Background: an optimization exercise with open tools, aiming at small area, a short achievable clock period and few clock cycles per item. Do not read the settings as production practice.
At most, simulation tests tie the RTL to the original design; equivalence was not proved.
The RTL of runs 2, 3, 6 and 7 was laid out without a check of its function.
Power figures rest on the tool's default switching activity, not on a simulated workload.

[flow/design.v]
`timescale 1ns/10ps
module  ATCONV(
	input		clk,
	input		reset,
	output 	    busy,
	input		ready,
	output reg	[11:0]	iaddr,
	input signed [12:0]	idata,
	output	reg 	cwr,
	output  reg	[11:0]	caddr_wr,
	output reg 	[12:0] 	cdata_wr,
	output	reg 	crd,       
	output  reg	[11:0] 	caddr_rd,
	input 	[12:0] 	cdata_rd,
	output reg 	csel
	);
	localparam K = 4;           
	localparam L = K + 2;       
	function [12:0] inc13;
		input [12:0] x;
		input ci;
		reg c;
		integer i;
		begin
			c = ci;
			for (i = 0; i < 13; i = i + 1) begin
				inc13[i] = x[i] ^ c;
				c = c & x[i];
			end
		end
	endfunction
	reg        run;
	reg        busy_r;    
	reg [2:0]  ci;
	reg [5:0]  s;
	reg        cp;
	reg [4:0]  b;
	assign busy = busy_r;
	wire tail   = b[4] & (s == 6'd2);
	wire last_i = tail ? (ci == 3'd4) : (ci == L-1);
	reg [2:0] n_ci;
	reg [5:0] n_s;
	reg       n_cp;
	reg [4:0] n_b;
	always @(*) begin
		n_ci = ci + 3'd1;
		n_s  = s;
		n_cp = cp;
		n_b  = b;
		if (last_i) begin
			n_ci = 3'd0;
			if (b[4]) begin
				if (s != 6'd2) n_s = s + 6'd1;
			end else if (s == 6'd32) begin
				n_s = cp ? 6'd0 : 6'd1;
				n_cp = ~cp;
				if (cp) n_b = b + 5'd1;
			end else
				n_s = s + 6'd1;
		end
	end
	wire [7:0] row  = {b[4:1], 3'b000} + {7'd0, b[0]} + {4'd0, ci, 1'b0} - 8'd2;
	wire [5:0] rowc = row[7] ? 6'd0 : (row[6] ? 6'd63 : row[5:0]);
	wire [5:0] sm1  = s - 6'd1;
	wire [5:0] s32  = 6'd32 - s;
	wire [5:0] col  = cp ? ((s == 6'd0) ? 6'd0 : {sm1[4:0], 1'b1})
	                     : ((s == 6'd0) ? 6'd63 : {s32[4:0], 1'b0});
	wire fl = (s == 6'd0) | (cp & (s == 6'd1));    
	wire wv = (ci >= 3'd2) & (((s >= 6'd2) & ~b[4]) | (fl & ((b != 5'd0) | cp)));
	reg [12:0] pix, x1, x2;
	always @(posedge clk) begin
		pix <= idata;
		x1  <= pix;
		x2  <= x1;
	end
	reg [3:0] wvp;           
	reg [2:0] flp;           
	always @(posedge clk or posedge reset) begin
		if (reset) begin
			wvp <= 4'b0000;
			flp <= 3'b000;
		end else begin
			wvp <= {wvp[2:0], wv & run};
			flp <= {flp[1:0], fl};
		end
	end
	reg [17*L-1:0] Pring;
	reg [16*L-1:0] Nring;
	wire [15:0] sx2 = {{3{x2[12]}}, x2};
	wire [15:0] spx = {{3{pix[12]}}, pix};
	wire [15:0] v   = sx2 + spx + {x1[12], x1, 2'b00};                          
	wire [16:0] cc  = {x1, 4'b0000} - {sx2[15], sx2, 1'b0} - {spx[15], spx, 1'b0};  
	reg  [15:0] Vr;
	reg  [16:0] Cr;
	always @(posedge clk) begin
		Vr <= v;
		Cr <= cc;
	end
	wire [15:0] Nh = Nring[15:0];
	wire [15:0] Xo = flp[2] ? Nh : Vr;
	wire [16:0] t2 = Pring[16:0] - {Xo[15], Xo};    
	wire [16:0] Pn = Cr - {Nh[15], Nh} - 17'd188;
	reg  [12:0] t2r;
	always @(posedge clk) begin
		Pring <= {Pn, Pring[17*L-1:17]};
		Nring <= {Vr, Nring[16*L-1:16]};
		t2r   <= t2[16:4];
	end
	wire ok0 = ~t2r[12] & (|t2r[11:0]) & (t2r[11:0] < 12'hFF5);
	wire [12:0] l0 = {1'b0, t2r[11:0] & {12{ok0}}};
	reg [2:0] wg;
	reg [1:0] wj;
	reg       wrp, wpar;
	reg [4:0] wk;
	always @(posedge clk or posedge reset) begin
		if (reset) begin
			wg <= 3'd0; wj <= 2'd0; wrp <= 1'b0; wpar <= 1'b0; wk <= 5'd0;
		end else if (wvp[3]) begin
			wj <= wj + 2'd1;
			if (wj == 2'b11) begin
				wk <= wk + 5'd1;
				if (wk == 5'd31) begin
					wpar <= ~wpar;
					if (wpar) begin
						wrp <= ~wrp;
						if (wrp) wg <= wg + 3'd1;
					end
				end
			end
		end
	end
	wire [5:0] wrow = {wg, wj, wrp};
	wire [5:0] wcol = {wk ^ {5{~wpar}}, wpar};
	reg [12:0] pc;             
	reg        pst, pwp, c0;
	reg        rv, r0;
	reg [12:0] rdr, mx;
	reg        rd;             
	reg        done;           
	wire [12:0] pcn = pc + {12'd0, rd};
	wire [2:0] st = tail ? 3'd2 : 3'd3;
	wire [2:0] wc = tail ? 3'd4 : 3'd5;
	reg  [3:0]  rg;            
	reg         pen;
	wire [2:0]  pg  = pc[11:9];
	wire [4:0]  pj  = pc[8:4];
	wire [3:0]  pg1 = {1'b0, pg} + 4'd1;
	wire        lst = b[0] & cp;                       
	wire        r_same = ({1'b0, pg} < rg) | (({1'b0, pg} == b[4:1]) & lst & ({1'b0, pj} + 6'd4 <= s));
	wire        r_j1   = ({1'b0, pg} < rg) | (({1'b0, pg} == b[4:1]) & lst & ({1'b0, pj} + 6'd5 <= s));
	wire        r_g1   = ~pg1[3] & ((pg1 < rg) | ((pg1 == b[4:1]) & lst & (s >= 6'd4)));
	wire        pen_n  = ~pc[12] & ((~pst | (pc[3:2] != 2'b11)) ? r_same :
	                                (pj != 5'd31) ? r_j1 : r_g1);
	wire rd_next = run & ~done & ((ci == st) ? pen :
	               ((ci == st + 3'd1) | (ci == 3'd0) | (ci == 3'd1)) ? pst : 1'b0);
	wire [9:0]  l1a = pc[11:2] - 10'd1;
	wire [8:0]  mxi = mx[12:4] + 9'd1;
	wire [12:0] l1 = (mx[3:0] != 4'd0) ? {mxi, 4'b0000} : mx;
	wire wr1  = (ci == wc) & pwp;
	always @(posedge clk) begin
		rdr <= cdata_rd;
		if (rv) mx <= (r0 | (rdr > mx)) ? rdr : mx;
		crd <= rd_next;
		pen <= pen_n;
		caddr_rd <= (run & ~done) ? {pcn[11:9], pcn[3:2], pcn[1], pcn[8:4], pcn[0]} : 12'd0;
		cdata_wr <= wr1 ? l1 : l0;
		caddr_wr <= wr1 ? {2'b00, l1a[9:7], l1a[1:0], l1a[6:2]} : {wrow, wcol};
		if (!run) iaddr <= 12'd63;
		else iaddr <= {rowc, col};
	end
	always @(posedge clk)
		busy_r <= ~reset & (run ? ~done : ready);
	always @(posedge clk or posedge reset) begin
		if (reset) begin
			done <= 1'b0;
			run <= 1'b0;
			ci <= 3'd1; s <= 6'd0; cp <= 1'b0; b <= 5'd0;
			pc <= 13'd0; pst <= 1'b0; pwp <= 1'b0; c0 <= 1'b0; rg <= 4'd0;
			rv <= 1'b0; r0 <= 1'b0;
			rd <= 1'b0; cwr <= 1'b0; csel <= 1'b0;
		end else begin
			rv <= rd;
			r0 <= c0;
			rg <= ((s >= 6'd2) | cp | b[0]) ? b[4:1] : ((b[4:1] == 4'd0) ? 4'd0 : b[4:1] - 4'd1);
			if (!run) begin
				run <= ready;
				cwr <= 1'b0;
				rd <= 1'b0;
				csel <= 1'b0;
				c0 <= 1'b0;
			end else if (done) begin
				run <= 1'b0;
				ci <= 3'd1; s <= 6'd0; cp <= 1'b0; b <= 5'd0;
				pc <= 13'd0; pst <= 1'b0; pwp <= 1'b0; c0 <= 1'b0; done <= 1'b0;
				rd <= 1'b0; cwr <= 1'b0; csel <= 1'b0;
			end else begin
				ci <= n_ci; s <= n_s; cp <= n_cp; b <= n_b;
				pc <= pcn;
				rd <= rd_next;
				c0 <= (ci == st) & pen;
				if (ci == st) begin
					pst <= pen;
					pwp <= pst;
				end
				cwr  <= wvp[3] | wr1;
				csel <= wr1;
				done <= wr1 & (l1a == 10'h3FF);
			end
		end
	end
endmodule
[flow/flow/run.sh]
#!/bin/bash
set -euo pipefail
export BUFFER_PORTS_ARGS="-buffer_cell sky130_fd_sc_hd__buf_2"
export SETUP_SLACK_MARGIN=6.9
bash standard.sh > standard.log 2>&1
[flow/standard.sh]
#!/bin/bash
# synth_recipe.tcl (not shown) runs the flow's synth.tcl, then flattens the netlist and writes it again
# the make line also repeats each setting of config.mk as NAME=value (left out here)
make -C /OpenROAD-flow-scripts/flow DESIGN_CONFIG=/design/flow/config.mk WORK_HOME=/design/flow/orfs CLKGATE_MAP_FILE= SYNTH_SCRIPT=/design/flow/synth_recipe.tcl "${@:-finish}"
[flow/config.mk]
export PLATFORM = sky130hd
export DESIGN_NAME = ATCONV
export DESIGN_NICKNAME = ATCONV
export VERILOG_FILES = /design/flow/design.v
export SDC_FILE = /design/flow/constraint.sdc
export NUM_CORES = 4
export LEC_CHECK = 0
export CAP_MARGIN = 20
export CORE_MARGIN = 2
export CORE_UTILIZATION = 40
export CTS_CLUSTER_DIAMETER = 90
export CTS_CLUSTER_SIZE = 34
export SLEW_MARGIN = 20
[flow/constraint.sdc]
create_clock -name core_clock -period 10.0 [get_ports {clk}]
set_input_delay 2.0000 -clock core_clock [delete_from_list [all_inputs] [get_ports {clk}]]
set_output_delay 2.0000 -clock core_clock [all_outputs]
set_load 0.01 [all_outputs]
==> flow_metrics.env, run 1 <==
export IMPL_cts_hold_buf=0
export IMPL_port_buffers=81
export IMPL_synth_seq_area_share_pct=54.7
export IMPL_setup_viol=0
export IMPL_cts_max_level=1
export IMPL_async_reset_ff_share_pct=14.5
export IMPL_maxCapViolations=0
export IMPL_cp_cell_sequence="buf_6"
export IMPL_clock_sinks=420
export IMPL_outcome="complete, no violations"
export IMPL_cts_max_path_buffers=3
export IMPL_fmax_mhz=327
export IMPL_vdd_drop_max_mv=0.176
export IMPL_ios=82
export IMPL_synth_warnings=1
export IMPL_hold_viol=0
export IMPL_utilization_pct=44.6
export IMPL_dp_slack_ns=6.72
export IMPL_coreArea_um2=39800
export IMPL_syn2layout_area_growth_pct=9.86
export IMPL_min_path_cells=0
export IMPL_finClkSkew_ns=0.0376
export IMPL_crit_slowest_cell="dfrtp_1"
export IMPL_critPathKind="flip-flop to output pin"
export IMPL_track_usage_pct=14.0
export IMPL_synth_area_um2=16200
export IMPL_dp_cells=2011
export IMPL_die_width_um=205
export IMPL_hpwl_um=21700
export IMPL_nets=1708
export IMPL_final_cells=2040
export IMPL_met3_length_um=1110
export IMPL_synth_avg_cell_area_um2=11.3
export IMPL_post_dp_cell_area_um2=17100
export IMPL_dr_wl_met2_um=13000
export IMPL_slew_headroom_pct=41.0
export IMPL_timing_final_ws_setup_ns=6.94
export IMPL_grt_max_degree=63
export IMPL_required_ns=8.00
export IMPL_routedWlPerCell_um=14.2
export IMPL_synth_cells=1436
export IMPL_rows=73
export IMPL_final_antenna_net_count=0
export IMPL_setup_tns_ns=0
export IMPL_p_per_area_nw_per_um2=309
export IMPL_rsz0062_at_grt="yes"
export IMPL_cts_root_buf="clkbuf_16"
export IMPL_cp_arrival_ns=1.06
export IMPL_synth_distinct_cells=77
export IMPL_r2r_start="pix[1]"
export IMPL_wl_met1_um=14300
export IMPL_path_buf_inv=1
export IMPL_grt_pass1_wl_um=47800
export IMPL_cp_startpoint="csel"
export IMPL_r2r_cells=10
export IMPL_crit_fanout=1
export IMPL_top_layer_used="met4"
export IMPL_start_util_pct=40.6
export IMPL_overflow=0
export IMPL_avgViaCountPerCell=4.84
export IMPL_r2r_end="Vr[15]"
export IMPL_synth_edf_count=13
export IMPL_min_period_ns=3.06
export IMPL_cp_num_cells=1
export IMPL_period_share_pct=30.6
export IMPL_antenna_cells=0
export IMPL_tightest_slew_ns=0.878
export IMPL_grt_pass1_vias=9599
export IMPL_synth_nets=1637
export IMPL_ys_flop_type="dfxtp_1"
export IMPL_die_h_um=205
export IMPL_min_from="Pring[28]"
export IMPL_endpoint_kind="output pin"
export IMPL_cp_start_kind="flip-flop"
export IMPL_wl_um=29000
export IMPL_min_to="Pring[11]"
export IMPL_place_congestion=0.856
export IMPL_cp_top_family="flip-flops"
export IMPL_drtIter0Drc=403
export IMPL_fillCellCount=3751
export IMPL_ys_seq_elements=420
export IMPL_die_area_um2=42000
export IMPL_hold_class="flip-flop to flip-flop"
export IMPL_path_clk_slew_ns=0.12
export IMPL_antenna_found_initial=0
export IMPL_insertion_delay_ns=0.54
export IMPL_rrSetupSlack_ns=7.03
export IMPL_vias=9883
export IMPL_dr_pass1_iters=4
export IMPL_stdcell_area_um2=17800
export IMPL_drv_slew=0
export IMPL_tritoncts="done"
export IMPL_p_leak_nw=8.01
export IMPL_drive_gt1_share_pct=9.24
export IMPL_cts_buffers=18
export IMPL_drc=0
export IMPL_critical_path_max_stage_delay_ns=0.39
[metrics by stage]
step | power [mW] | hold WS, ns
floorplan | 4.08 | 0.310
global placement | 4.56 | 0.310
detailed placement | 4.61 | 0.312
CTS | 5.55 | 0.332
global route | 5.93 | 0.341
finish | 5.49 | 0.326
[Yosys cell counts, drive strengths merged, types with 3 or more instances]
master   count  share of area, %
dfxtp      346                43
ha         143                11
inv        124               2.9
nor2        84               2.0
xnor2       84               4.6
a21oi       77               2.5
nand2       66               1.5
dfrtp       60               9.3
o21ai       55               1.7
a21o        30               1.4
nand3       30              0.93
fa          29               3.6
xor2        26               1.4
clkbuf      25              0.59
nor3        19              0.59
o22ai       19              0.74
mux2i       18               1.1
nand4       18              0.70
and3        13              0.50
edfxtp      13               2.4
and2        12              0.46
buf         10              0.35
o31ai       10              0.46
a211oi       9              0.45
nor2b        8              0.31
nor4         8              0.31
a31oi        7              0.27
mux2         7              0.49
o21a         7              0.33
o21bai       7              0.33
a311oi       6              0.33
or4          6              0.33
nand2b       5              0.19
o41ai        4              0.26
a211o        3              0.16
nand3b       3              0.14
o2111ai      3              0.16
o211ai       3              0.14
o311ai       3              0.16
or3          3              0.15
[final cells by class]
class	count	area, um2	area share (%)
clock buffers	23	510	2.88
clock inverters	5	97.6	0.550
inverters	125	473	2.66
multi-input cells	856	6720	37.8
flip-flops and latches	420	8850	49.8
well taps	525	657	3.70
repair buffers	86	449	2.53
[logic make-up (layout without fill, tap and decap cells)]
group | after synthesis | after routing | synth area share (%)
simple gates | 281 | 281 | 8.41
xor+xnor | 110 | 110 | 5.96
fa+ha+maj | 172 | 172 | 14.7
mux | 25 | 25 | 1.60
flops | 420 | 420 | 54.7
buf+inv | 160 | 239 | 3.84
compound gates | 268 | 268 | 10.8
[repair_timing]
action / in CTS / in global routing
setup endpoints to repair: 27 / 4
pin swaps: 0 / 1
setup buffers: 0 / 1
cloned: 0 / 0
resized for setup: 3 / 5
[layer usage]
layer / vias to the layer above / global-route usage, %
met4: 0 / 3.24
met5: - / 0
met3: 36 / 2.08
met1: 4651 / 19.2
met2: 165 / 23.2
li1: 5031 / -
[how the worst max path moves through the flow]
| stage | to | slack [ns] |
|---|---|---|
| final | csel | 6.94 |
| after global routing | Cr[15] | 6.88 |
| after CTS | cwr | 6.91 |
| after detailed placement | cdata_wr[5] | 6.72 |
| after global placement | cdata_wr[3] | 6.85 |
| after floorplan | busy_r | 6.68 |
[power by group]
group | switching [mW] | internal [mW] | total [mW]
clock network | 0.538 | 0.387 | 0.926
registers | 0.263 | 2.31 | 2.57
logic | 1.10 | 0.894 | 1.99
total | 1.90 | 3.59 | 5.49
[sequential cells by signal, summed over array words and instances (netlist names), 2 cells and up]
name      cells
x2           13
iaddr        12
b             5
wk            5
pc           13
s             6
flp           3
cdata_wr     13
Cr           16
caddr_wr     12
Pring       102
Vr           15
Nring        96
wg            3
caddr_rd     12
wvp           4
pix          13
rg            4
ci            3
rdr          13
mx           13
t2r          13
x1           13
wj            2
[cells in the final DEF (no fill, tap or decap), drive strengths merged, types with 19 or more instances in the layout]
cell	netlist	routed
buf	10	86
xor2	26	26
nand3	30	30
fa	29	29
inv	124	126
o21ai	55	55
nand2	66	66
a21o	30	30
dfrtp	60	60
a21oi	77	77
ha	143	143
dfxtp	346	346
nor3	19	19
nor2	84	84
clkbuf	25	23
xnor2	84	84
o22ai	19	19
Testbench counts, summed over its fixed seeds: cycles 216,096, images 32.
==> run 2, diff against run 1 <==
--- a/flow/design.v
+++ b/flow/design.v
@@ -12,3 +12,3 @@
 	output	reg 	crd,       
-	output  reg	[11:0] 	caddr_rd,
+	output  	[11:0] 	caddr_rd,
 	input 	[12:0] 	cdata_rd,
@@ -140,2 +140,3 @@
 	wire [12:0] pcn = pc + {12'd0, rd};
+	assign caddr_rd = {pc[11:9], pc[3:2], pc[1], pc[8:4], pc[0]};
 	wire [2:0] st = tail ? 3'd2 : 3'd3;
@@ -164,3 +165,2 @@
 		pen <= pen_n;
-		caddr_rd <= (run & ~done) ? {pcn[11:9], pcn[3:2], pcn[1], pcn[8:4], pcn[0]} : 12'd0;
 		cdata_wr <= wr1 ? l1 : l0;
--- a/flow/config.mk
+++ b/flow/config.mk
@@ -10,4 +10,4 @@
 export CORE_UTILIZATION = 40
-export CTS_CLUSTER_DIAMETER = 90
-export CTS_CLUSTER_SIZE = 34
+export CTS_CLUSTER_DIAMETER = 100
+export CTS_CLUSTER_SIZE = 30
 export SLEW_MARGIN = 20
==> run 2 against run 1 <==
Synthesized cell count rose by 1.4%. Non-clock buffer count up 11. Critical path type unchanged. Largest power group unchanged. Flip-flop and latch count down 12. Combinational power fell by about 30%. Highest routed layer unchanged.
==> flow_metrics.env, run 2 <==
export IMPL_outcome="complete, no violations"
export IMPL_p_comb_share_pct=30.6
export IMPL_synthTopCellsByCount="dfxtp_1, ha_1, inv_1"
export IMPL_drive_gt1_share_pct=10.8
export IMPL_wl_um=28100
export IMPL_p_int_mw=3.13
export IMPL_grt_pass1_vias=9727
export IMPL_track_usage_pct=13.7
export IMPL_path_buf_inv=1
export IMPL_tritoncts="done"
export IMPL_clkPwrFrac_pct=18.9
export IMPL_swShare_pct=31.1
export IMPL_grt_max_degree=63
export IMPL_insertion_delay_ns=0.52
export IMPL_synth_top_area_share_pct=41.4
export IMPL_r2r_cells=7
export IMPL_cp_arrival_ns=1.10
export IMPL_rows=73
export IMPL_synth_edf_count=13
export IMPL_syn2layout_area_growth_pct=9.94
export IMPL_fmax_mhz=322
export IMPL_nets=1733
export IMPL_port_buffers=81
export IMPL_cts_buffers=18
export IMPL_grt_pass1_wl_um=47300
export IMPL_dp_slack_ns=6.87
export IMPL_final_cells=2065
export IMPL_vias=9973
export IMPL_p_per_area_nw_per_um2=256
export IMPL_ios=82
export IMPL_ys_seq_elements=408
export IMPL_drtIter0Drc=475
export IMPL_period_share_pct=31.0
export IMPL_tightest_slew_ns=1.08
export IMPL_pwr_share_seq_pct=50.5
export IMPL_cp_top_family="flip-flops"
export IMPL_r2r_start="pix[4]"
export IMPL_cts_max_path_buffers=3
export IMPL_cts_max_level=1
export IMPL_net_switching_power_mw=1.41
export IMPL_synth_avg_cell_area_um2=11.1
export IMPL_rsz0062_at_grt="yes"
export IMPL_top_register="Pring"
export IMPL_critical_path_max_stage_delay_ns=0.45
export IMPL_min_period_ns=3.10
export IMPL_die_area_um2=42000
export IMPL_p_leak_nw=8.04
export IMPL_synth_nets=1657
export IMPL_maxCapViolations=0
export IMPL_async_reset_ff_share_pct=15.0
export IMPL_hpwl_um=21100
export IMPL_crit_fanout=3
export IMPL_setup_tns_ns=0
export IMPL_utilization_pct=44.6
export IMPL_synth_top_area_cell="dfxtp_1"
export IMPL_synth_distinct_cells=88
export IMPL_path_clk_slew_ns=0.11
export IMPL_place_congestion=0.832
export IMPL_final_common_cell="dfxtp_1"
export IMPL_clock_sinks=408
export IMPL_top_regs="Pring (102), Nring (96), Cr (16)"
export IMPL_slew_headroom_pct=27.3
export IMPL_endpoint_kind="output pin"
export IMPL_largest_register_ffs=102
export IMPL_hold_class="flip-flop to flip-flop"
export IMPL_final_cell_mix="dfxtp_1, ha_1, inv_1"
export IMPL_synth_area_um2=16200
export IMPL_synth_seq_area_share_pct=53.2
export IMPL_drc=0
export IMPL_antenna_found_initial=0
export IMPL_drv_slew=0
export IMPL_post_dp_cell_area_um2=17000
export IMPL_timing_final_ws_setup_ns=6.90
export IMPL_routedWlPerCell_um=13.6
export IMPL_yosysMostFrequentCell="dfxtp_1"
export IMPL_min_path_cells=0
export IMPL_r2r_end="Cr[15]"
export IMPL_rrSetupSlack_ns=7.09
export IMPL_stdcell_area_um2=17800
export IMPL_coreArea_um2=39800
export IMPL_overflow=0
export IMPL_required_ns=8.00
export IMPL_setup_viol=0
export IMPL_hold_viol=0
export IMPL_antenna_cells=0
export IMPL_vdd_drop_max_mv=0.154
export IMPL_die_h_um=205
export IMPL_synth_cells=1456
export IMPL_start_util_pct=40.6
export IMPL_synth_warnings=1
export IMPL_crit_slowest_cell="dfrtp_2"
export IMPL_avgViaCountPerCell=4.83
export IMPL_cts_root_buf="clkbuf_16"
export IMPL_dp_cells=2023
export IMPL_cp_start_kind="flip-flop"
export IMPL_die_width_um=205
export IMPL_min_from="Pring[65]"
export IMPL_min_to="Pring[48]"
export IMPL_yosys_top_cells_area="dfxtp_1, ha_1, dfrtp_1"
export IMPL_finClkSkew_ns=0.0173
export IMPL_cp_cell_sequence="buf_6"
export IMPL_final_antenna_net_count=0
export IMPL_critPathKind="flip-flop to output pin"
export IMPL_ys_flop_type="dfxtp_1"
export IMPL_dr_pass1_iters=5
[run 2: cell count changes in the layout (fill, tap and decap cells not counted), sizes merged, moves of 12 or more]
| cell | before | now |
|---|---|---|
| nor2 | 84 | 71 |
| a21o | 30 | 17 |
| dfxtp | 346 | 334 |
| o21ai | 55 | 73 |
| o22ai | 19 | 6 |
| xnor2 | 84 | 67 |
[run 2: layout make-up]
cell class / count / area [um2]
tap: 525 / 657
multi-input combinational: 873 / 6860
inverter: 134 / 507
clock inverter: 4 / 50.0
timing repair buffer: 97 / 588
clock buffer: 24 / 494
fill: 3758 / 22000
sequential: 408 / 8620
[run 2: through the flow]
step / power [mW] / hold WS [ns]
after CTS: 4.60 / 0.324
after global placement: 3.67 / 0.310
after detailed placement: 3.72 / 0.312
after global routing: 4.90 / 0.319
final: 4.55 / 0.317
after floorplan: 3.40 / 0.310
[run 2: routing by layer]
layer  track usage [%]  vias up  share of wire, %
li1                  -     5102                 -
met2              22.2      158                44
met3              1.53       38               3.0
met4              3.39        0               2.2
met5                 0        -                 0
met1              19.4     4675                50
[run 2: power by group through the flow]
| stage | clock network [mW] | logic (mW) | registers [mW] |
|---|---|---|---|
| 2_1_floorplan | 0 | 1.11 | 2.29 |
| 3_3_place_gp | 0 | 1.34 | 2.33 |
| 3_5_place_dp | 0 | 1.38 | 2.34 |
| 4_1_cts | 0.902 | 1.39 | 2.31 |
| 5_1_grt | 0.958 | 1.59 | 2.35 |
| 6_report | 0.857 | 1.39 | 2.30 |
[run 2: worst max path at each step]
stage               startpoint          end  slack (ns)  cells past startpoint
finish                   pc[4]  caddr_rd[1]        6.90                      1
global route             pc[4]  caddr_rd[1]        6.86                      1
CTS                      pc[4]  caddr_rd[1]        6.86                      1
detailed placement       reset       busy_r        6.87                      4
global placement         reset       busy_r        6.87                      4
floorplan                reset       busy_r        6.68                      2
[run 2: repair_timing]
| item | 4_1_cts | 5_1_grt |
|---|---|---|
| hold buffers | 0 | 0 |
| endpoints found under the setup margin | 12 | 21 |
| gates resized for setup | 15 | 9 |
| buffers inserted | 12 | 2 |
[run 2: cells by family (layout without fill, tap and decap cells)]
family                     Yosys count  count (layout)  share of synthesized area, %
AOI/OAI and AO/OA                  258             258                          10.4
xor gates and xnor gates            98              98                          5.31
adders and majority gates          172             172                          14.7
buffers and inverters              175             259                          4.45
DFF                                408             408                          53.2
muxes                               24              24                          1.52
and+or+nand+nor                    321             321                          10.4
==> run 3, diff against run 2 <==
--- a/flow/design.v
+++ b/flow/design.v
@@ -12,3 +12,3 @@
 	output	reg 	crd,       
-	output  	[11:0] 	caddr_rd,
+	output  reg	[11:0] 	caddr_rd,
 	input 	[12:0] 	cdata_rd,
@@ -18,2 +18,25 @@
 	localparam L = K + 2;       
+	function gt13;
+		input [12:0] a, b;
+		reg g;
+		integer i;
+		begin
+			g = 1'b0;
+			for (i = 0; i < 13; i = i + 1)
+				g = (a[i] & ~b[i]) | (~(a[i] ^ b[i]) & g);
+			gt13 = g;
+		end
+	endfunction
+	function [9:0] dec10;
+		input [9:0] x;
+		reg c;
+		integer i;
+		begin
+			c = 1'b1;
+			for (i = 0; i < 10; i = i + 1) begin
+				dec10[i] = x[i] ^ c;
+				c = c & ~x[i];
+			end
+		end
+	endfunction
 	function [12:0] inc13;
@@ -140,3 +163,2 @@
 	wire [12:0] pcn = pc + {12'd0, rd};
-	assign caddr_rd = {pc[11:9], pc[3:2], pc[1], pc[8:4], pc[0]};
 	wire [2:0] st = tail ? 3'd2 : 3'd3;
@@ -156,3 +178,3 @@
 	               ((ci == st + 3'd1) | (ci == 3'd0) | (ci == 3'd1)) ? pst : 1'b0);
-	wire [9:0]  l1a = pc[11:2] - 10'd1;
+	wire [9:0]  l1a = dec10(pc[11:2]);
 	wire [8:0]  mxi = mx[12:4] + 9'd1;
@@ -162,5 +184,6 @@
 		rdr <= cdata_rd;
-		if (rv) mx <= (r0 | (rdr > mx)) ? rdr : mx;
+		if (rv) mx <= (r0 | gt13(rdr, mx)) ? rdr : mx;
 		crd <= rd_next;
 		pen <= pen_n;
+		caddr_rd <= (run & ~done) ? {pcn[11:9], pcn[3:2], pcn[1], pcn[8:4], pcn[0]} : 12'd0;
 		cdata_wr <= wr1 ? l1 : l0;
==> run 3 against run 2 <==
Largest cell class unchanged. Register-to-register slack hardly changed. Critical path depth stayed put. Final area shrank 2.6%. Highest routed layer unchanged. Still clean on timing, DRC and antenna. Clock skew grew 0.0043 ns.
==> flow_metrics.env, run 3 <==
export IMPL_antenna_found_initial=0
export IMPL_final_cells=1985
export IMPL_die_h_um=203
export IMPL_grt_max_degree=63
export IMPL_hold_viol=0
export IMPL_cp_arrival_ns=1.09
export IMPL_p_per_area_nw_per_um2=307
export IMPL_critical_path_max_stage_delay_ns=0.43
export IMPL_grt_pass1_vias=8983
export IMPL_cp_cell_sequence="buf_6"
export IMPL_crit_slowest_cell="dfrtp_1"
export IMPL_synth_edf_count=13
export IMPL_required_ns=8.00
export IMPL_drtIter0Drc=504
export IMPL_ios=82
export IMPL_port_buffers=81
export IMPL_top_regs="Pring (102), Nring (96), Cr (16)"
export IMPL_final_seq_area_um2=8850
export IMPL_clock_sinks=420
export IMPL_cts_max_path_buffers=3
export IMPL_dp_cells=1958
export IMPL_synth_avg_cell_area_um2=11.4
export IMPL_die_area_um2=41000
export IMPL_cts_root_buf="clkbuf_16"
export IMPL_drv_slew=0
export IMPL_drive_gt1_share_pct=8.79
export IMPL_cts_buffers=18
export IMPL_synth_seq_area_share_pct=56.1
export IMPL_hpwl_um=19900
export IMPL_cts_max_level=1
export IMPL_synth_distinct_cells=65
export IMPL_rrSetupSlack_ns=7.08
export IMPL_die_width_um=203
export IMPL_drc=0
export IMPL_final_common_cell="dfxtp_1"
export IMPL_fillCellCount=3662
export IMPL_period_share_pct=30.9
export IMPL_synth_top_area_share_pct=43.9
export IMPL_final_antenna_net_count=0
export IMPL_synth_cells=1379
export IMPL_coreArea_um2=38700
export IMPL_antenna_cells=0
export IMPL_min_path_cells=0
export IMPL_vias=9348
export IMPL_ys_seq_elements=420
export IMPL_synth_area_um2=15800
export IMPL_utilization_pct=44.7
export IMPL_yosys_top_cells_area="dfxtp_1, ha_1, dfrtp_1"
export IMPL_setup_viol=0
export IMPL_hold_class="flip-flop to flip-flop"
export IMPL_syn2layout_area_growth_pct=9.87
export IMPL_finClkSkew_ns=0.0216
export IMPL_cts_setup_buffers=0
export IMPL_r2r_start="pix[1]"
export IMPL_tightest_slew_ns=0.932
export IMPL_min_period_ns=3.09
export IMPL_ys_flop_type="dfxtp_1"
export IMPL_cp_top_family="flip-flops"
export IMPL_yosysMostFrequentCell="dfxtp_1"
export IMPL_crit_fanout=1
export IMPL_r2r_cells=10
export IMPL_cts_hold_buf=0
export IMPL_fmax_mhz=323
export IMPL_cp_num_cells=1
export IMPL_wl_um=26500
export IMPL_path_clk_slew_ns=0.11
export IMPL_synthTopCellsByCount="dfxtp_1, ha_1, inv_1"
export IMPL_min_from="Pring[84]"
export IMPL_overflow=0
export IMPL_multi_input_area_um2=6400
export IMPL_synth_nets=1582
export IMPL_rows=72
export IMPL_stdcell_area_um2=17300
export IMPL_setup_tns_ns=0
export IMPL_maxCapViolations=0
export IMPL_critPathKind="flip-flop to output pin"
export IMPL_place_congestion=0.807
export IMPL_track_usage_pct=13.0
export IMPL_avgViaCountPerCell=4.71
export IMPL_top_register="Pring"
export IMPL_cp_start_kind="flip-flop"
export IMPL_r2r_end="Cr[15]"
export IMPL_start_util_pct=40.7
export IMPL_slew_headroom_pct=37.3
export IMPL_dr_pass1_iters=5
export IMPL_synth_top_area_cell="dfxtp_1"
export IMPL_largest_register_ffs=102
export IMPL_vdd_drop_max_mv=0.124
export IMPL_tritoncts="done"
export IMPL_insertion_delay_ns=0.54
export IMPL_grt_pass1_wl_um=44200
export IMPL_power_mw=5.32
export IMPL_async_reset_ff_share_pct=14.5
export IMPL_nets=1663
export IMPL_endpoint_kind="output pin"
export IMPL_routedWlPerCell_um=13.3
export IMPL_min_to="Pring[67]"
export IMPL_final_cell_mix="dfxtp_1, ha_1, inv_1"
export IMPL_p_leak_nw=7.80
export IMPL_rsz0062_at_grt="yes"
export IMPL_synth_warnings=1
export IMPL_path_buf_inv=1
export IMPL_outcome="complete, no violations"
export IMPL_post_dp_cell_area_um2=16800
==> run 3: cell type report <==
class | count | share of cell area, %
multi-input combinational | 813 | 37.0
inverter | 123 | 2.69
clock inverter | 4 | 0.289
sequential | 420 | 51.1
timing repair buffer | 84 | 2.51
tap | 518 | 3.74
clock buffer | 23 | 2.71
==> run 3: where the power goes <==
part / switching (mW) / internal, mW
sequential: 0.266 / 2.30
combinational: 1.04 / 0.865
clock: 0.497 / 0.345
==> run 3: worst max-delay path by stage <==
stage	end	from	slack (ns)
CTS	cwr	cwr	6.88
detailed placement	t2r[12]	flp[2]	6.85
finish	cwr	cwr	6.91
global route	cwr	cwr	6.88
floorplan	busy_r	reset	6.68
global placement	busy_r	reset	6.88
==> run 3: timing repair <==
action	4_1_cts	5_1_grt
gates resized for setup	1	8
setup endpoints to repair	2	7
endpoints found under the hold margin	0	0
gates cloned	0	0
pin swaps	0	1
==> run 3: worst register-to-register path: cells and delay by family (launching register included) <==
kind | cells | cell delay, ns
buffers and inverters | 1 | 0.05
XOR/XNOR | 1 | 0.15
flip-flops | 1 | 0.36
adder cells (fa/ha/maj) | 2 | 0.82
AO/OA/AOI/OAI | 6 | 1.46
==> run 3: routing by layer <==
metal  wire length, um  GRT usage (%)  vias up
met3               961           1.80       31
li1                  -              -     4816
met4               493           3.55        0
met1             13800           19.5     4354
met5                 0              0        -
met2             11200           19.8      147
==> run 3: kinds of logic (layout without fill, tap and decap cells) <==
logic type      Yosys count  count (layout)  synth area share [%]
flops                   420             420                  56.1
simple gates            280             280                  8.60
compound gates          233             233                  9.41
fa+ha+maj               174             174                  15.2
buf+inv                 146             234                  3.48
xor+xnor                105             105                  5.83
mux                      21              21                  1.37
==> run 3: through the flow <==
stage	hold slack [ns]	setup slack [ns]
finish	0.322	6.91
detailed placement	0.312	6.85
global placement	0.309	6.88
global route	0.321	6.88
CTS	0.324	6.88
floorplan	0.310	6.68
==> run 4, diff against run 3 <==
--- a/flow/design.v
+++ b/flow/design.v
@@ -193,4 +193,7 @@
 	end
-	always @(posedge clk)
+	always @(posedge clk) begin
 		busy_r <= ~reset & (run ? ~done : ready);
+		cwr    <= ~reset & run & ~done & (wvp[3] | wr1);
+		csel   <= ~reset & run & ~done & wr1;
+	end
 	always @(posedge clk or posedge reset) begin
@@ -202,3 +205,3 @@
 			rv <= 1'b0; r0 <= 1'b0;
-			rd <= 1'b0; cwr <= 1'b0; csel <= 1'b0;
+			rd <= 1'b0;
 		end else begin
@@ -209,5 +212,3 @@
 				run <= ready;
-				cwr <= 1'b0;
 				rd <= 1'b0;
-				csel <= 1'b0;
 				c0 <= 1'b0;
@@ -217,3 +218,3 @@
 				pc <= 13'd0; pst <= 1'b0; pwp <= 1'b0; c0 <= 1'b0; done <= 1'b0;
-				rd <= 1'b0; cwr <= 1'b0; csel <= 1'b0;
+				rd <= 1'b0;
 			end else begin
@@ -227,4 +228,2 @@
 				end
-				cwr  <= wvp[3] | wr1;
-				csel <= wr1;
 				done <= wr1 & (l1a == 10'h3FF);
==> run 4 against run 3 <==
Register-to-register slack barely moved. Critical path depth did not move. Critical path type unchanged. Sequential share of layout area fell by 0.32 points. Hold slack got worse by 0.012 ns. Combinational power barely moved. Total power rose by 0.78%. Clock skew rose by 0.010 ns.
==> flow_metrics.env, run 4 <==
export IMPL_largest_register_ffs=102
export IMPL_power_mw=5.36
export IMPL_p_per_area_nw_per_um2=308
export IMPL_cp_num_cells=1
export IMPL_fmax_mhz=330
export IMPL_synth_warnings=1
export IMPL_clock_sinks=420
export IMPL_cp_cell_sequence="buf_2"
export IMPL_crit_slowest_cell="dfxtp_2"
export IMPL_drtIter0Drc=393
export IMPL_top_register="Pring"
export IMPL_post_dp_cell_area_um2=16800
export IMPL_cts_root_buf="clkbuf_16"
export IMPL_cp_top_family="flip-flops"
export IMPL_rows=72
export IMPL_maxCapViolations=0
export IMPL_grt_pass1_wl_um=45700
export IMPL_wl_um=26900
export IMPL_fillCellCount=3639
export IMPL_drive_gt1_share_pct=9.44
export IMPL_track_usage_pct=13.5
export IMPL_overflow=0
export IMPL_dp_slack_ns=6.76
export IMPL_synth_edf_count=13
export IMPL_start_util_pct=40.7
export IMPL_dr_pass1_iters=5
export IMPL_grt_pass1_vias=9309
export IMPL_vdd_drop_max_mv=0.141
export IMPL_hold_class="flip-flop to flip-flop"
export IMPL_endpoint_kind="output pin"
export IMPL_drc=0
export IMPL_r2r_cells=13
export IMPL_period_share_pct=30.3
export IMPL_setup_viol=0
export IMPL_syn2layout_area_growth_pct=10.3
export IMPL_routedWlPerCell_um=13.4
export IMPL_nets=1677
export IMPL_min_period_ns=3.03
export IMPL_setup_tns_ns=0
export IMPL_ys_seq_elements=420
export IMPL_synth_distinct_cells=64
export IMPL_synth_top_area_cell="dfxtp_1"
export IMPL_synthTopCellsByCount="dfxtp_1, ha_1, inv_1"
export IMPL_synth_area_um2=15800
export IMPL_required_ns=8.00
export IMPL_timing_final_ws_setup_ns=6.97
export IMPL_hpwl_um=20100
export IMPL_critPathKind="flip-flop to output pin"
export IMPL_die_width_um=203
export IMPL_antenna_found_initial=0
export IMPL_tritoncts="done"
export IMPL_synth_seq_area_share_pct=55.9
export IMPL_tightest_slew_ns=1.03
export IMPL_ys_flop_type="dfxtp_1"
export IMPL_synth_top_area_share_pct=44.1
export IMPL_synth_nets=1589
export IMPL_die_area_um2=41100
export IMPL_p_leak_nw=7.94
export IMPL_hold_viol=0
export IMPL_drv_slew=0
export IMPL_slew_headroom_pct=31.5
export IMPL_r2r_end="done"
export IMPL_cp_start_kind="flip-flop"
export IMPL_r2r_start="pc[2]"
export IMPL_stdcell_area_um2=17400
export IMPL_crit_fanout=1
export IMPL_async_reset_ff_share_pct=14.0
export IMPL_cp_startpoint="cdata_wr[1]"
export IMPL_place_congestion=0.843
export IMPL_critical_path_max_stage_delay_ns=0.35
export IMPL_finClkSkew_ns=0.0319
export IMPL_outcome="complete, no violations"
export IMPL_port_buffers=81
export IMPL_die_h_um=203
export IMPL_final_antenna_net_count=0
export IMPL_cts_max_level=1
export IMPL_cts_buffers=19
export IMPL_cp_arrival_ns=1.03
export IMPL_path_buf_inv=1
export IMPL_synth_avg_cell_area_um2=11.4
export IMPL_avgViaCountPerCell=4.71
export IMPL_min_path_cells=0
export IMPL_min_from="Pring[101]"
export IMPL_grt_max_degree=61
export IMPL_insertion_delay_ns=0.55
export IMPL_rrSetupSlack_ns=7.09
export IMPL_cts_max_path_buffers=3
export IMPL_final_common_cell="dfxtp_1"
export IMPL_min_to="Pring[84]"
export IMPL_synth_cells=1386
export IMPL_path_clk_slew_ns=0.11
export IMPL_ios=82
export IMPL_final_cell_mix="dfxtp_1, ha_1, inv_1"
export IMPL_coreArea_um2=38800
export IMPL_yosys_top_cells_area="dfxtp_1, ha_1, dfrtp_1"
export IMPL_top_regs="Pring (102), Nring (96), Cr (16)"
export IMPL_vias=9421
export IMPL_yosysMostFrequentCell="dfxtp_1"
export IMPL_rsz0062_at_grt="no"
==> run 4: changes by cell type in the layout (fill, tap and decap cells not counted), moves of 5 or more <==
cell	previous run	this run
a31oi_1	10	5
nand4_1	15	10
a21o_1	21	26
o21ai_1	9	4
o21ai_0	49	57
xnor2_1	79	74
==> run 4: report_power, final <==
group	total [mW]	switching [mW]	internal [mW]
clock	0.894	0.524	0.370
combinational	1.92	1.05	0.862
sequential	2.55	0.248	2.30
==> run 4: timing repair <==
item                       CTS  global route
buffers inserted             0             2
hold buffers                 0             0
gates resized for setup      3             5
pin swaps                    0             2
setup endpoints to repair    7             4
==> run 4: cells by family (layout without fill, tap and decap cells) <==
logic type               after synthesis  count (layout)  share of synthesized area, %
AO/OA/AOI/OAI                        247             247                          9.96
adder cells (fa/ha/maj)              174             174                          15.2
multiplexers                          22              22                          1.43
XOR/XNOR                             103             103                          5.71
other                                  0               1                             0
AND/OR/NAND/NOR                      272             272                          8.25
flip-flops                           420             420                          55.9
buffers and inverters                148             245                          3.57
==> run 4: cell type report <==
cell class	instances	area (um2)	area share, %
Antenna cell	1	2.50	0.0144
Clock buffer	24	494	2.84
Clock inverter	6	87.6	0.503
Inverter	127	480	2.76
Multi-Input combinational cell	818	6400	36.8
Sequential cell	420	8840	50.8
Tap cell	518	648	3.72
Timing Repair Buffer	88	458	2.63
==> run 4: worst max path at each step <==
stage,to
after global routing,cdata_wr[1]
after global placement,t2r[10]
after floorplan,busy_r
final,cdata_wr[1]
after CTS,cdata_wr[1]
after detailed placement,t2r[9]
==> run 4: routing by layer <==
layer / global-route usage (%) / up-vias / wire (um)
met5: 0 / - / 0
met4: 2.69 / 0 / 406
met3: 2.31 / 32 / 972
met2: 21.3 / 134 / 11500
met1: 19.5 / 4392 / 14000
li1: - / 4863 / -
==> run 4: metrics by stage <==
stage	util (%)	cells	hold slack, ns
5_1_grt	44.9	2001	0.319
2_1_floorplan	-	1386	0.310
4_1_cts	44.8	1999	0.312
3_5_place_dp	43.3	1969	0.312
6_report	44.9	2002	0.310
3_3_place_gp	43.3	1969	0.310
Testbench counts of run 4, summed over its fixed seeds: cycles 216,096, images 32.
==> run 5, diff against run 4 <==
--- a/flow/design.v
+++ b/flow/design.v
@@ -113,10 +113,6 @@
 	wire [15:0] spx = {{3{pix[12]}}, pix};
-	wire [15:0] v   = sx2 + spx + {x1[12], x1, 2'b00};                          
-	wire [16:0] cc  = {x1, 4'b0000} - {sx2[15], sx2, 1'b0} - {spx[15], spx, 1'b0};  
+	wire [15:0] v   = sx2 + spx + {x1[12], x1, 2'b00} + 16'd47;                 
 	reg  [15:0] Vr;
-	reg  [16:0] Cr;
-	always @(posedge clk) begin
+	always @(posedge clk)
 		Vr <= v;
-		Cr <= cc;
-	end
 	wire [15:0] Nh = Nring[15:0];
@@ -124,3 +120,3 @@
 	wire [16:0] t2 = Pring[16:0] - {Xo[15], Xo};    
-	wire [16:0] Pn = Cr - {Nh[15], Nh} - 17'd188;
+	wire [16:0] Pn = {x2, 4'b0000} + {x2[12], x2, 3'b000} - {Vr, 1'b0} - {Nh[15], Nh};
 	reg  [12:0] t2r;
==> run 5 against run 4 <==
Die area shrank 3.9%. Global-route usage decreased by 0.19 points. Routed wire length down 4.1%. Utilization shrank 0.30 points. Clock power is 4.3% lower. Hold slack gained 0.014 ns. Combinational power increased by 28%. Clock skew shrank 0.018 ns. Register-to-register slack got worse by 0.07 ns. Final area decreased by 4.1%. Flip-flop and latch count decreased by 15. Critical path type unchanged.
==> flow_metrics.env, run 5 <==
export IMPL_outcome="complete, no violations"
export IMPL_grt_max_degree=61
export IMPL_synth_distinct_cells=70
export IMPL_place_congestion=0.833
export IMPL_endpoint_kind="output pin"
export IMPL_ys_flop_type="dfxtp_1"
export IMPL_p_leak_nw=7.48
export IMPL_synth_avg_cell_area_um2=11.6
export IMPL_vias=8846
export IMPL_finClkSkew_ns=0.0143
export IMPL_final_cell_mix="dfxtp_1, ha_1, inv_1"
export IMPL_coreArea_um2=37500
export IMPL_cts_root_buf="clkbuf_16"
export IMPL_cts_max_level=1
export IMPL_hpwl_um=19200
export IMPL_cts_max_path_buffers=3
export IMPL_yosys_top_cells_area="dfxtp_1, ha_1, dfrtp_1"
export IMPL_cts_hold_buf=0
export IMPL_cts_buffers=18
export IMPL_drv_slew=0
export IMPL_cp_start_kind="flip-flop"
export IMPL_synth_top_area_share_pct=44.0
export IMPL_pwr_share_seq_pct=42.8
export IMPL_start_util_pct=40.5
export IMPL_track_usage_pct=13.3
export IMPL_slew_headroom_pct=28.9
export IMPL_top_regs="Pring (102), Nring (96), Vr (16)"
export IMPL_wl_um=25800
export IMPL_path_buf_inv=1
export IMPL_fmax_mhz=333
export IMPL_rows=71
export IMPL_ios=82
export IMPL_rrSetupSlack_ns=7.02
export IMPL_die_width_um=199
export IMPL_nets=1581
export IMPL_synth_nets=1503
export IMPL_critical_path_max_stage_delay_ns=0.35
export IMPL_avgViaCountPerCell=4.66
export IMPL_insertion_delay_ns=0.53
export IMPL_cp_cell_sequence="buf_2"
export IMPL_path_clk_slew_ns=0.11
export IMPL_swShare_pct=36.0
export IMPL_crit_fanout=1
export IMPL_synth_seq_area_share_pct=56.3
export IMPL_grt_pass1_vias=8632
export IMPL_synth_top_area_cell="dfxtp_1"
export IMPL_clock_sinks=405
export IMPL_p_comb_share_pct=42.4
export IMPL_p_int_mw=3.71
export IMPL_die_h_um=199
export IMPL_min_period_ns=3.00
export IMPL_rsz0062_at_grt="yes"
export IMPL_synth_cells=1302
export IMPL_largest_register_ffs=102
export IMPL_hold_class="flip-flop to flip-flop"
export IMPL_antenna_cells=0
export IMPL_synth_area_um2=15200
export IMPL_grt_pass1_wl_um=42400
export IMPL_cp_top_family="flip-flops"
export IMPL_required_ns=8.00
export IMPL_dr_pass1_iters=4
export IMPL_drc=0
export IMPL_dp_slack_ns=6.85
export IMPL_setup_tns_ns=0
export IMPL_net_switching_power_mw=2.08
export IMPL_tightest_slew_ns=1.07
export IMPL_drtIter0Drc=432
export IMPL_ys_seq_elements=405
export IMPL_routedWlPerCell_um=13.6
export IMPL_final_antenna_net_count=0
export IMPL_synth_edf_count=13
export IMPL_port_buffers=81
export IMPL_setup_viol=0
export IMPL_clkPwrFrac_pct=14.8
export IMPL_synth_warnings=1
export IMPL_period_share_pct=30.0
export IMPL_p_per_area_nw_per_um2=347
export IMPL_maxCapViolations=0
export IMPL_async_reset_ff_share_pct=14.6
export IMPL_crit_slowest_cell="dfxtp_1"
export IMPL_timing_final_ws_setup_ns=7.00
export IMPL_synthTopCellsByCount="dfxtp_1, ha_1, inv_1"
export IMPL_cp_arrival_ns=1.00
export IMPL_tritoncts="done"
export IMPL_top_register="Pring"
export IMPL_yosysMostFrequentCell="dfxtp_1"
export IMPL_vdd_drop_max_mv=0.179
export IMPL_critPathKind="flip-flop to output pin"
export IMPL_final_common_cell="dfxtp_1"
export IMPL_syn2layout_area_growth_pct=10.1
export IMPL_drive_gt1_share_pct=9.59
export IMPL_hold_viol=0
export IMPL_antenna_found_initial=0
export IMPL_die_area_um2=39500
export IMPL_overflow=0
run 5: cell type report:
type	instances	area, um2
clock buffer	22	487
clock inverter	5	56.3
fill	3552	20800
inverter	112	424
multi-input combinational	757	6120
sequential	405	8540
tap	511	639
timing repair buffer	86	443
run 5: logic make-up after synthesis:
group,after synthesis,share of synthesized area [%]
AO/OA/AOI/OAI,219,9.27
XOR/XNOR,90,5.20
adder cells (fa/ha/maj),172,16.2
buffers and inverters,140,3.56
flip-flops,405,56.3
multiplexers,20,1.36
AND/OR/NAND/NOR,256,8.12
run 5: timing repair:
action,4_1_cts,5_1_grt
buffers inserted,0,1
pin swaps,0,2
endpoints found under the setup margin,1,7
resized for setup,1,11
run 5: worst paths after layout:
| kind | startpoint | end | depth (start not counted) |
|---|---|---|---|
| min in group asynchronous | reset | wg[1] | 3 |
| max | caddr_wr[8] | caddr_wr[8] | 1 |
| min | Nring[18] | Nring[2] | 0 |
| min reg2reg | Nring[18] | Nring[2] | 0 |
| max reg2reg | Vr[3] | Pring[101] | 10 |
| max in group asynchronous | reset | cp | 3 |
run 5: metrics by stage:
| stage | util, % | hold slack (ns) | total power [mW] | instance area [um2] | std cells |
|---|---|---|---|---|---|
| floorplan | - | 0.310 | 4.36 | 15200 | 1302 |
| global placement | 43.0 | 0.310 | 4.89 | 16100 | 1870 |
| detailed placement | 43.0 | 0.312 | 4.94 | 16100 | 1870 |
| CTS | 44.5 | 0.330 | 5.83 | 16700 | 1897 |
| global route | 44.6 | 0.332 | 6.31 | 16700 | 1898 |
| finish | 44.6 | 0.325 | 5.79 | 16700 | 1898 |
run 5: power groups by stage:
stage          Sequential [mW]  Clock, mW  Combinational [mW]
2_1_floorplan             2.46          0                1.89
3_3_place_gp              2.51          0                2.38
3_5_place_dp              2.53          0                2.42
4_1_cts                   2.49      0.898                2.44
5_1_grt                   2.54      0.956                2.81
6_report                  2.48      0.856                2.46
run 5: layer usage:
layer	global-route usage [%]	part of all wire, %	vias up	wire (um)
met5	0	0	-	0
met4	3.32	1.8	0	467
met3	1.78	3.7	30	947
met2	21.2	43	137	11000
met1	19.1	52	4134	13300
li1	-	-	4545	-
Testbench counts of run 5, summed over its fixed seeds: cycles 216,096, images 32.
==> run 6, diff against run 5 <==
--- a/flow/design.v
+++ b/flow/design.v
@@ -18,4 +18,4 @@
 	localparam L = K + 2;       
-	function gt13;
-		input [12:0] a, b;
+	function gt9;
+		input [8:0] a, b;
 		reg g;
@@ -24,5 +24,5 @@
 			g = 1'b0;
-			for (i = 0; i < 13; i = i + 1)
+			for (i = 0; i < 9; i = i + 1)
 				g = (a[i] & ~b[i]) | (~(a[i] ^ b[i]) & g);
-			gt13 = g;
+			gt9 = g;
 		end
@@ -155,3 +155,3 @@
 	reg        rv, r0;
-	reg [12:0] rdr, mx;
+	reg [8:0]  rdr, mx;
 	reg        rd;             
@@ -175,8 +175,8 @@
 	wire [9:0]  l1a = dec10(pc[11:2]);
-	wire [8:0]  mxi = mx[12:4] + 9'd1;
-	wire [12:0] l1 = (mx[3:0] != 4'd0) ? {mxi, 4'b0000} : mx;
+	wire [8:0]  mxi = {1'b0, mx[8:1]} + {8'd0, mx[0]};
+	wire [12:0] l1 = {mxi, 4'b0000};
 	wire wr1  = (ci == wc) & pwp;
 	always @(posedge clk) begin
-		rdr <= cdata_rd;
-		if (rv) mx <= (r0 | gt13(rdr, mx)) ? rdr : mx;
+		rdr <= {cdata_rd[11:4], |cdata_rd[3:0]};
+		if (rv) mx <= (r0 | gt9(rdr, mx)) ? rdr : mx;
 		crd <= rd_next;
==> run 6 against run 5 <==
Utilization grew 0.28 points. Final cell count fell by 3.7%. Clock power fell by 6.0%. Sequential share of layout area fell by 0.23 points. Synthesized cell count is 2.7% lower. Combinational power hardly changed. Fmax shrank 3.2%. Hold slack got worse by 0.00055 ns. Die area down 2.1%. Total power is 1.8% lower. Synthesized area decreased by 2.1%. Critical endpoint is now Vr[14]. Largest power group unchanged. Highest routed layer unchanged.
==> flow_metrics.env, run 6 <==
export IMPL_setup_tns_ns=0
export IMPL_top_layer_used="met4"
export IMPL_outcome="complete, no violations"
export IMPL_slew_headroom_pct=39.9
export IMPL_drv_slew=0
export IMPL_synth_cells=1267
export IMPL_ys_flop_type="dfxtp_1"
export IMPL_start_util_pct=40.5
export IMPL_top_regs="Pring (102), Nring (96), Vr (16)"
export IMPL_final_common_cell="dfxtp_1"
export IMPL_final_cells=1827
export IMPL_p_per_area_nw_per_um2=347
export IMPL_dr_pass1_iters=4
export IMPL_cts_buffers=17
export IMPL_ios=82
export IMPL_setup_viol=0
export IMPL_endpoint_kind="flip-flop"
export IMPL_hpwl_um=18800
export IMPL_crit_end="Vr[14]"
export IMPL_top_register="Pring"
export IMPL_rrSetupSlack_ns=6.90
export IMPL_yosysMostFrequentCell="dfxtp_1"
export IMPL_hold_slack_ns=0.324
export IMPL_synth_edf_count=9
export IMPL_path_clk_slew_ns=0.11
export IMPL_synth_area_um2=14800
export IMPL_synth_top_area_cell="dfxtp_1"
export IMPL_fmax_mhz=322
export IMPL_grt_pass1_vias=8772
export IMPL_final_cell_mix="dfxtp_1, ha_1, inv_1"
export IMPL_dr_wl_met2_um=11600
export IMPL_timing_final_ws_setup_ns=6.90
export IMPL_synth_nets=1464
export IMPL_ys_seq_elements=397
export IMPL_met3_length_um=889
export IMPL_wl_um=25300
export IMPL_place_congestion=0.809
export IMPL_hold_viol=0
export IMPL_async_reset_ff_share_pct=14.9
export IMPL_finClkSkew_ns=0.0206
export IMPL_wl_met1_um=12400
export IMPL_grt_max_degree=61
export IMPL_grt_pass1_wl_um=42300
export IMPL_antenna_cells=0
export IMPL_rows=70
export IMPL_cp_arrival_ns=3.56
export IMPL_die_width_um=197
export IMPL_tritoncts="done"
export IMPL_synth_warnings=1
export IMPL_routedWlPerCell_um=13.8
export IMPL_dp_slack_ns=6.54
export IMPL_coreArea_um2=36600
export IMPL_cp_start_kind="flip-flop"
export IMPL_syn2layout_area_growth_pct=10.6
export IMPL_crit_fanout=2
export IMPL_required_ns=10.46
export IMPL_largest_register_ffs=102
export IMPL_antenna_found_initial=0
export IMPL_drtIter0Drc=345
export IMPL_cp_startpoint="x1[0]"
export IMPL_r2r_start="x1[0]"
export IMPL_r2r_end="Vr[14]"
export IMPL_synth_distinct_cells=70
export IMPL_insertion_delay_ns=0.53
export IMPL_p_leak_nw=7.38
export IMPL_clock_sinks=397
export IMPL_vdd_drop_max_mv=0.145
export IMPL_avgViaCountPerCell=4.82
export IMPL_power_mw=5.69
export IMPL_die_area_um2=38700
export IMPL_track_usage_pct=13.3
export IMPL_hold_class="flip-flop to flip-flop"
export IMPL_cts_max_path_buffers=3
export IMPL_rsz0062_at_grt="yes"
export IMPL_period_share_pct=31.0
export IMPL_drc=0
export IMPL_tightest_slew_ns=0.899
export IMPL_synth_avg_cell_area_um2=11.7
export IMPL_min_period_ns=3.10
export IMPL_vias=8798
export IMPL_synth_top_area_share_pct=44.4
export IMPL_drive_gt1_share_pct=11.3
export IMPL_critPathKind="flip-flop to flip-flop"
export IMPL_cts_root_buf="clkbuf_16"
export IMPL_die_h_um=197
export IMPL_r2r_cells=13
export IMPL_synth_seq_area_share_pct=56.2
export IMPL_synthTopCellsByCount="dfxtp_1, ha_1, inv_1"
export IMPL_nets=1549
export IMPL_dp_cells=1790
export IMPL_port_buffers=80
export IMPL_yosys_top_cells_area="dfxtp_1, ha_1, dfrtp_1"
export IMPL_overflow=0
export IMPL_final_antenna_net_count=0
export IMPL_cts_max_level=1
export IMPL_maxCapViolations=0
run 6: changes by cell type after synthesis, moves of 5 or more:
cell / delta
o21ai_1: -18
o21a_1: +5
or4_1: +6
o21ai_0: +9
clkbuf_1: -6
nand2_1: +7
a21oi_1: -15
nand3_1: +6
nor2_1: -16
xor2_1: +5
inv_1: -6
a211oi_1: +5
run 6: report_power, final:
| part | internal (mW) | switching, mW |
|---|---|---|
| sequential | 2.21 | 0.246 |
| combinational | 1.13 | 1.30 |
| clock | 0.331 | 0.474 |
run 6: cell families (layout without fill, tap and decap cells):
family                     after synthesis  after routing  share of synthesized area (%)
AOI/OAI and AO/OA                      197            197                           8.68
xor gates and xnor gates                93             93                           5.49
adders and majority gates              168            168                           16.2
buffers and inverters                  132            224                           3.45
DFF                                    397            397                           56.2
muxes                                   22             22                           1.53
and+or+nand+nor                        258            258                           8.46
run 6: worst min path at each step:
stage | startpoint | endpoint | slack [ns] | cells after the start
after floorplan | Nring[16] | Nring[0] | 0.31 | 0
after detailed placement | Nring[28] | Nring[12] | 0.31 | 0
after global routing | Pring[56] | Pring[39] | 0.33 | 0
after CTS | Pring[56] | Pring[39] | 0.32 | 0
final | Nring[21] | Nring[5] | 0.32 | 0
after global placement | Pring[23] | Pring[6] | 0.31 | 0
run 6: what timing repair did:
action / in CTS / in global routing
hold endpoints to repair: 0 / 0
setup endpoints to repair: 33 / 13
pin swaps: 7 / 5
hold buffers: 0 / 0
buffers inserted: 3 / 8
gates resized for setup: 21 / 12
run 6: layout make-up:
class,count,area (um2)
clock inverter,4,38.8
multi-input combinational,738,6080
clock buffer,22,454
tap,468,586
timing repair buffer,93,510
fill,3404,20200
sequential,397,8350
inverter,105,398
run 6: critical path: stages, from the launching register on:
cell,delay [ns]
dfxtp_2,0.35
inv_2,0.04
ha_4,0.25
inv_2,0.03
fa_1,0.43
ha_2,0.19
inv_2,0.06
fa_2,0.21
nor2b_2,0.05
o31a_1,0.31
or4_4,0.43
a41o_1,0.27
o41ai_2,0.27
xnor2_1,0.15
run 6: per-layer routing:
| layer | GRT usage (%) | vias to the layer above |
|---|---|---|
| met5 | 0 | - |
| met4 | 3.06 | 0 |
| met3 | 1.95 | 31 |
| met2 | 22.4 | 119 |
| met1 | 18.0 | 4201 |
| li1 | - | 4447 |
run 6: per-stage QoR:
step                      instance area (um2)  util [%]
after CTS                               16300      44.6
final                                   16400      44.8
after detailed placement                15700      43.0
after global routing                    16400      44.8
after floorplan                         14800         -
after global placement                  15700      43.0
==> run 7, diff against run 6 <==
--- a/flow/design.v
+++ b/flow/design.v
@@ -113,3 +113,3 @@
 	wire [15:0] spx = {{3{pix[12]}}, pix};
-	wire [15:0] v   = sx2 + spx + {x1[12], x1, 2'b00} + 16'd47;                 
+	wire [15:0] v   = sx2 + spx + {x1[12], x1, 2'b00};                          
 	reg  [15:0] Vr;
@@ -120,3 +120,3 @@
 	wire [16:0] t2 = Pring[16:0] - {Xo[15], Xo};    
-	wire [16:0] Pn = {x2, 4'b0000} + {x2[12], x2, 3'b000} - {Vr, 1'b0} - {Nh[15], Nh};
+	wire [16:0] Pn = {x2, 4'b0000} + {x2[12], x2, 3'b000} - {Vr, 1'b0} - {Nh[15], Nh} - 17'd188;
 	reg  [12:0] t2r;
==> run 7 against run 6 <==
Still clean on timing, DRC and antenna. Final cell count is 3.0% lower. Total power grew 6.0%. Non-clock buffer count increased by 2. Final area fell by 0.62%. Clock power rose by 4.2%. Hold slack got worse by 0.031 ns. Routed wire length is 3.0% lower. Fmax fell by 6.8%. Clock skew is 0.0089 ns higher. Setup slack got worse by 0.23 ns. Count of clock-buffer cells in the layout is 1 lower. Synthesized area fell by 2.0%. Critical endpoint is now Pring[101]. Largest power group is now combinational logic. Highest routed layer unchanged.
==> flow_metrics.env, run 7 <==
export IMPL_outcome="complete, no violations"
export IMPL_synth_area_um2=14500
export IMPL_vias=8401
export IMPL_place_congestion=0.813
export IMPL_r2r_cells=14
export IMPL_synth_top_area_cell="dfxtp_1"
export IMPL_setup_viol=0
export IMPL_hold_class="flip-flop to flip-flop"
export IMPL_track_usage_pct=13.4
export IMPL_syn2layout_area_growth_pct=12.2
export IMPL_nets=1503
export IMPL_pwr_share_seq_pct=39.4
export IMPL_drive_gt1_share_pct=13.3
export IMPL_p_int_mw=3.92
export IMPL_cp_startpoint="x2[0]"
export IMPL_synthTopCellsByCount="dfxtp_1, ha_1, inv_1"
export IMPL_cts_root_buf="clkbuf_16"
export IMPL_clock_sinks=397
export IMPL_synth_seq_area_share_pct=57.3
export IMPL_critPathKind="flip-flop to flip-flop"
export IMPL_p_comb_share_pct=46.7
export IMPL_coreArea_um2=35700
export IMPL_dr_pass1_iters=5
export IMPL_ios=82
export IMPL_port_buffers=80
export IMPL_cp_arrival_ns=3.80
export IMPL_synth_edf_count=9
export IMPL_finClkSkew_ns=0.0295
export IMPL_synth_compound_area_share_pct=7.99
export IMPL_synth_top_area_share_pct=45.3
export IMPL_min_period_ns=3.33
export IMPL_p_per_area_nw_per_um2=370
export IMPL_fillCellCount=3282
export IMPL_die_h_um=195
export IMPL_ys_seq_elements=397
export IMPL_cts_max_path_buffers=3
export IMPL_setup_tns_ns=0
export IMPL_final_seq_area_um2=8350
export IMPL_antenna_found_initial=0
export IMPL_synth_nets=1413
export IMPL_multi_input_area_um2=6000
export IMPL_drv_slew=0
export IMPL_ys_flop_type="dfxtp_1"
export IMPL_crit_fanout=3
export IMPL_final_antenna_net_count=0
export IMPL_async_reset_ff_share_pct=14.9
export IMPL_overflow=0
export IMPL_slew_headroom_pct=43.1
export IMPL_synth_top_family_by_area="adder cells"
export IMPL_final_cell_mix="dfxtp_1, ha_1, inv_1"
export IMPL_yosysMostFrequentCell="dfxtp_1"
export IMPL_routedWlPerCell_um=13.8
export IMPL_antenna_cells=0
export IMPL_start_util_pct=40.8
export IMPL_die_width_um=195
export IMPL_clkPwrFrac_pct=13.9
export IMPL_largest_register_ffs=102
export IMPL_avgViaCountPerCell=4.74
export IMPL_endpoint_kind="flip-flop"
export IMPL_synth_mux_area_share_pct=1.40
export IMPL_cts_buffers=18
export IMPL_hold_viol=0
export IMPL_synth_avg_cell_area_um2=12.0
export IMPL_rsz0062_at_grt="yes"
export IMPL_synth_warnings=1
export IMPL_power_mw=6.03
export IMPL_drc=0
export IMPL_min_path_cells=0
export IMPL_grt_max_degree=61
export IMPL_fmax_mhz=300
export IMPL_synth_cells=1216
export IMPL_yosys_top_cells_area="dfxtp_1, ha_1, dfrtp_1"
export IMPL_tritoncts="done"
export IMPL_min_from="Nring[47]"
export IMPL_net_switching_power_mw=2.11
export IMPL_top_regs="Pring (102), Nring (96), Vr (16)"
export IMPL_insertion_delay_ns=0.53
export IMPL_synth_xor_area_share_pct=5.84
export IMPL_r2r_start="x2[0]"
export IMPL_swShare_pct=35.0
export IMPL_wl_um=24500
export IMPL_required_ns=10.47
export IMPL_drtIter0Drc=256
export IMPL_tightest_slew_ns=0.852
export IMPL_hpwl_um=18300
export IMPL_final_common_cell="dfxtp_1"
export IMPL_synth_distinct_cells=62
export IMPL_vdd_drop_max_mv=0.220
export IMPL_top_register="Pring"
export IMPL_die_area_um2=37900
export IMPL_cts_max_level=1
export IMPL_grt_pass1_vias=8647
export IMPL_grt_pass1_wl_um=41900
export IMPL_period_share_pct=33.3
export IMPL_cp_start_kind="flip-flop"
export IMPL_maxCapViolations=0
export IMPL_synth_simple_area_share_pct=7.97
export IMPL_p_leak_nw=7.31
export IMPL_synthAdderAreaFrac_pct=16.6
export IMPL_rows=69
export IMPL_path_clk_slew_ns=0.10
-- run 7: through the flow --
stage                     cell area (um2)  setup WS [ns]  utilization, %  std cells  hold WS [ns]
after global routing                16300           6.55            45.8       1773         0.287
final                               16300           6.67            45.8       1773         0.293
after global placement              15600           6.59            43.7       1736         0.309
after CTS                           16300           6.65            45.6       1772         0.287
after floorplan                     14700           6.71               -       1216         0.310
after detailed placement            15600           6.61            43.7       1736         0.312
-- run 7: layout make-up --
class | instances | share of cell area [%]
sequential | 397 | 51.2
multi-input combinational | 707 | 36.8
tap | 461 | 3.54
timing repair buffer | 95 | 3.19
clock buffer | 21 | 2.83
inverter | 87 | 2.02
clock inverter | 5 | 0.475
-- run 7: final timing paths --
kind / endpoint / slack, ns
max in group asynchronous: s[0] / 7.71
worst min register to register: Nring[31] / 0.29
worst min-delay path: Nring[31] / 0.29
worst max register to register: Pring[101] / 6.67
worst max-delay path: Pring[101] / 6.67
min in group asynchronous: pc[5] / 1.74
-- run 7: power by group through the flow --
stage / registers (mW) / clock network [mW] / logic [mW]
6_report: 2.38 / 0.839 / 2.81
5_1_grt: 2.44 / 0.935 / 3.19
4_1_cts: 2.39 / 0.879 / 2.78
3_5_place_dp: 2.43 / 0 / 2.54
3_3_place_gp: 2.40 / 0 / 2.49
2_1_floorplan: 2.36 / 0 / 2.07
-- run 7: critical path, cell delays in order, from the launching register on --
cell and delay (ns):
dfxtp_4 0.38, inv_2 0.04, fa_1 0.49, inv_2 0.04, fa_1 0.58, ha_4 0.23, ha_4 0.21, a211o_1 0.30
a21oi_2 0.20, o21ai_2 0.09, a41oi_2 0.17, nand2_1 0.10, a41o_1 0.19, a21oi_2 0.13, xnor2_1 0.12
-- run 7: layer usage --
metal	track usage (%)	routed length, um	vias to the layer above
li1	-	-	4263
met1	18.2	12000	3992
met2	22.6	11200	120
met3	1.96	797	26
met4	3.16	483	0
met5	0	0	-
-- run 7: cells by family after synthesis --
family,after synthesis
buffers and inverters,112
flip-flops,397
adder cells (fa/ha/maj),168
multiplexers,20
AO/OA/AOI/OAI,184
AND/OR/NAND/NOR,238
XOR/XNOR,97
-- run 7: repair_timing --
action | in CTS | in global routing
gates resized for setup | 15 | 15
hold buffers | 0 | 0
gates cloned | 0 | 0
endpoints found under the setup margin | 9 | 38
pin swaps | 21 | 14
buffers inserted | 10 | 1

==> port drivers added, routing unchanged <==
How much do the figures lean on ideal ports? The routed layouts below were timed once more, with nothing changed but the port constraints.
Step 1: set_driving_cell puts a clkbuf_16 on clk and a buf_2 on each other input, an assumption about the parent block.
Step 2 moves the port delays by t, midway between the first and last clock arrival at a register: inputs arrive t later, outputs are due t later. That takes back most of the time a late clock gives input paths.
Slacks: ideal / step 1 / step 2; pairs: ideal / step 1.
run	shift t [ns]	setup WS [ns]	clock arrival spread, ns	worst register clock-pin slew, ns
run 1	0.582	6.939 / 6.885 / 6.905	0.053 / 0.053	0.12 / 0.12
run 2	0.570	6.898 / 6.845 / 6.908	0.020 / 0.021	0.11 / 0.11
run 3	0.579	6.907 / 6.854 / 6.942	0.023 / 0.023	0.11 / 0.11
run 4	0.583	6.968 / 6.916 / 6.893	0.046 / 0.046	0.12 / 0.12
run 5	0.575	6.997 / 6.943 / 6.877	0.015 / 0.016	0.11 / 0.11
run 6	0.571	6.898 / 6.898 / 6.822	0.023 / 0.023	0.12 / 0.12
run 7	0.562	6.670 / 6.670 / 6.670	0.035 / 0.035	0.11 / 0.11
After both steps setup and hold are still met in every run listed. The setup slack of run 5, which loses most, moves by -0.054 ns with the drivers and by -0.120 ns with both steps.
